Background: an optimization exercise with open tools, aiming at small area. Do not read the settings as production practice.
In this exercise RTL edits were held to simulation tests only and were not proved equivalent to the original.

Setup of north:
## process_r
module process_r (
        ap_clk,
        ap_rst,
        ap_start,
        ap_done,
        ap_idle,
        ap_ready,
        ap_ce,
        incr_V,
        ap_return_0,
        ap_return_1
);
For scale: about 4,100 cells after synthesis, ~430 flip-flops, roughly 71 I/O pins.
==> flow/config.mk <==
export PLATFORM = sky130hd
export DESIGN_NAME = process_r
export DESIGN_NICKNAME = process_r
export VERILOG_FILES = /design/flow/design.v
export SDC_FILE = /design/flow/constraint.sdc
export NUM_CORES = 4
export LEC_CHECK = 0
export CAP_MARGIN = 40
export CORE_MARGIN = 5
export CORE_UTILIZATION = 40
export SETUP_SLACK_MARGIN = 0.3
export SLEW_MARGIN = 40
export SYNTH_MEMORY_MAX_BITS = 32768
==> flow/constraint.sdc <==
create_clock -name core_clock -period 9.0 [get_ports {ap_clk}]
set_input_delay 1.8000 -clock core_clock [delete_from_list [all_inputs] [get_ports {ap_clk}]]
set_output_delay 1.8000 -clock core_clock [all_outputs]
set_load 0.01 [all_outputs]
standard.sh (not shown) runs the stock make flow with config.mk's settings and CLKGATE_MAP_FILE= SYNTH_SCRIPT=/design/flow/synth_recipe.tcl, a recipe that flattens the netlist after the stock synthesis.
==> flow/flow/run.sh <==
#!/bin/bash
# Own flow: the standard layout (standard.sh), with the synthesis
# script replaced by flow/my_synth.tcl (no early generic ABC pass, so that
# full adders are extracted with their polarity; area-oriented ABC mapping).
set -euo pipefail
here=$(pwd)
export FLOW_FLOW_ABC_SCRIPT=$here/flow/abc_area.script
sed "s#SYNTH_SCRIPT=[^ ]*#SYNTH_SCRIPT=$here/flow/my_synth.tcl#" standard.sh > my_standard.sh
grep -q "SYNTH_SCRIPT=$here/flow/my_synth.tcl" my_standard.sh
bash my_standard.sh > flow_make.log 2>&1
==> flow/flow/abc_area.script <==
strash
ifraig
dc2
strash
&get -n
&dch -f
&nf
&put
topo
stime -c
buffer -c
upsize -c
dnsize -c
==> flow/flow/my_synth.tcl <==
# The standard synthesis (synth_recipe.tcl), except that yosys synth skips
# its early generic ABC pass (-noabc), and the final ABC
# mapping uses flow/abc_area.script: area-oriented mapping followed by
# ABC's buffering and sizing. Registers are mapped exactly as in the
# standard synthesis; only the combinational mapping differs.
proc synth {args} { yosys synth -nofsm -noshare -noabc {*}$args }
proc abc {args} {
  set i [lsearch -exact $args -script]
  if { $i >= 0 } {
    lset args [expr {$i + 1}] $::env(FLOW_FLOW_ABC_SCRIPT)
  }
  yosys abc {*}$args
}
source $::env(SCRIPTS_DIR)/synth.tcl
# left out here: clear keep_hierarchy, flatten, clean up, hide names made inside functions, write 1_2_yosys.v
north went all the way through synthesis, placement and routing and the layout is clean on timing, DRC and antenna.
### north -> south
# north
export LEC_CHECK = 0
export CAP_MARGIN = 40
export CORE_MARGIN = 5
export CORE_UTILIZATION = 40
export SETUP_SLACK_MARGIN = 0.3
export SLEW_MARGIN = 40
export SYNTH_MEMORY_MAX_BITS = 32768
create_clock -name core_clock -period 9.0 [get_ports {ap_clk}]
# south
export LEC_CHECK = 0
export CAP_MARGIN = 40
export CORE_MARGIN = 5
export CORE_UTILIZATION = 35
export GPL_TIMING_DRIVEN = 0
export SETUP_SLACK_MARGIN = 0.3
export SLEW_MARGIN = 40
export SYNTH_MEMORY_MAX_BITS = 32768
create_clock -name core_clock -period 9.0 [get_ports {ap_clk}]
Notes after the runs:
Compare south and north | maximum number of pins on one net before global-route repair higher: north
north ended up with fa_1 as its highest-delay cell along the critical path; south ended up with edfxtp_1.
Compared with north, south degrades minimum clock period after layout.
south does worse than north on sum of routed wire length over all layers.
Die boundary width: higher on south
Relative to north, post-route cell area has gone up in south.
The inputs of east differ from those of south as listed below.
# south
export LEC_CHECK = 0
export CAP_MARGIN = 40
export CORE_MARGIN = 5
export CORE_UTILIZATION = 35
export GPL_TIMING_DRIVEN = 0
export SETUP_SLACK_MARGIN = 0.3
export SLEW_MARGIN = 40
export SYNTH_MEMORY_MAX_BITS = 32768
create_clock -name core_clock -period 9.0 [get_ports {ap_clk}]
# east
export LEC_CHECK = 0
export CAP_MARGIN = 30
export CORE_MARGIN = 5
export CORE_UTILIZATION = 45
export CTS_CLUSTER_DIAMETER = 80
export CTS_CLUSTER_SIZE = 25
export SLEW_MARGIN = 30
export SYNTH_MEMORY_MAX_BITS = 32768
create_clock -name core_clock -period 9.0 [get_ports {ap_clk}]
Results
Every stage of the flow completed for east, and the final layout passed the timing, design-rule and antenna checks.
Comparing east against south, there is no change at all in sum of overflow across all layers after global routing.
Comparing south and east, sequential share of layout area is lower on south.
Fill cell total of the finished layout (higher): south
Between south and east, the flow reports met3 routed wirelength decreasing by more than a quarter.
On number of H-tree levels: east sits below south.
Row count of plain and timing-repair buffers: east lower / south higher
Sort south and east by total number of cells along the worst setup path, descending, and east comes first.
Routed wire length ends up higher on south.
The fraction of standard cell area in multi-input logic of east is higher than that of south.
What west does differently from east at the input level:
# east
export LEC_CHECK = 0
export CAP_MARGIN = 30
export CORE_MARGIN = 5
export CORE_UTILIZATION = 45
export CTS_CLUSTER_DIAMETER = 80
export CTS_CLUSTER_SIZE = 25
export SLEW_MARGIN = 30
export SYNTH_MEMORY_MAX_BITS = 32768
create_clock -name core_clock -period 9.0 [get_ports {ap_clk}]
# west
export LEC_CHECK = 0
export CAP_MARGIN = 40
export CORE_MARGIN = 5
export CORE_UTILIZATION = 40
export CTS_CLUSTER_DIAMETER = 100
export CTS_CLUSTER_SIZE = 30
export SETUP_SLACK_MARGIN = 0.3
export SLEW_MARGIN = 40
export SYNTH_MEMORY_MAX_BITS = 32768
create_clock -name core_clock -period 9.0 [get_ports {ap_clk}]
### Flow results
west ends up with higher synthesis-to-finish area growth than east does. Changes observed in west relative to east: register-to-register path setup slack up 0.08 ns, number of nets in the final layout up 30, global placer's final weighted congestion down about 3.6%, setup slack up 0.081 ns, insertion delay of the later-clocked pin in the worst-skew pair down 0.04 ns. In the reports for west and east, the larger fraction of standard cell area that is sequential belongs to east. Compared with east, west shows final wirelength that has gone up by a few percent. Row count (west over east): increase, 5.6%. Starting density of the core is higher on east.
The inputs of middle differ from those of west as listed below.
# west
export LEC_CHECK = 0
export CAP_MARGIN = 40
export CORE_MARGIN = 5
export CORE_UTILIZATION = 40
export CTS_CLUSTER_DIAMETER = 100
export CTS_CLUSTER_SIZE = 30
export SETUP_SLACK_MARGIN = 0.3
export SLEW_MARGIN = 40
export SYNTH_MEMORY_MAX_BITS = 32768
create_clock -name core_clock -period 9.0 [get_ports {ap_clk}]
# middle
export LEC_CHECK = 0
export CAP_MARGIN = 30
export CORE_MARGIN = 5
export CORE_UTILIZATION = 45
export SLEW_MARGIN = 30
export SYNTH_MEMORY_MAX_BITS = 32768
create_clock -name core_clock -period 9.0 [get_ports {ap_clk}]
--- outcome ---
- Setup slack: middle less than west
- Changes observed in middle relative to west: y dimension of the die lost 5.5%; post-detailed-route wirelength per cell decreased about 0.55%; peak clock frequency supported by timing down 1.7%.
- middle | status: complete | timing, DRC, antenna: pass
- Changes observed in middle relative to west: first-iteration DRC count has increased; final critical-path required period has increased; fraction of area in multi-input gates has decreased; final clock period utilization by the worst path has increased.

afterwards: timing with drivers on the ports:
No port has a modelled driver above. Below, the same layouts with a new extraction and two added sets of constraints. Step 1 (the two cells are an assumption about what drives the block):
set clk [get_ports {ap_clk}]
set_driving_cell -lib_cell sky130_fd_sc_hd__clkbuf_16 $clk
set_driving_cell -lib_cell sky130_fd_sc_hd__buf_2 [delete_from_list [all_inputs] $clk]
Step 2 adds t to the input delays and takes it off the output delays; t is the mean of the earliest and latest rising clock arrival at the registers after step 1. Input paths then give back, and output paths get back, about the clock's delay inside the block. Three values: ideal, step 1, step 2; two values: the first two.
run | t, ns | setup slack, ns | clock arrival spread, ns
north | 0.698 | 1.086 / 1.086 / 1.086 | 0.019 / 0.019
south | 0.715 | 0.518 / 0.518 / 0.518 | 0.038 / 0.038
east | 0.704 | 1.041 / 1.041 / 1.041 | 0.058 / 0.059
west | 0.677 | 1.122 / 1.122 / 1.122 | 0.041 / 0.041
middle | 0.675 | 0.985 / 0.985 / 0.985 | 0.068 / 0.068
After both steps setup and hold are still met in every run listed.
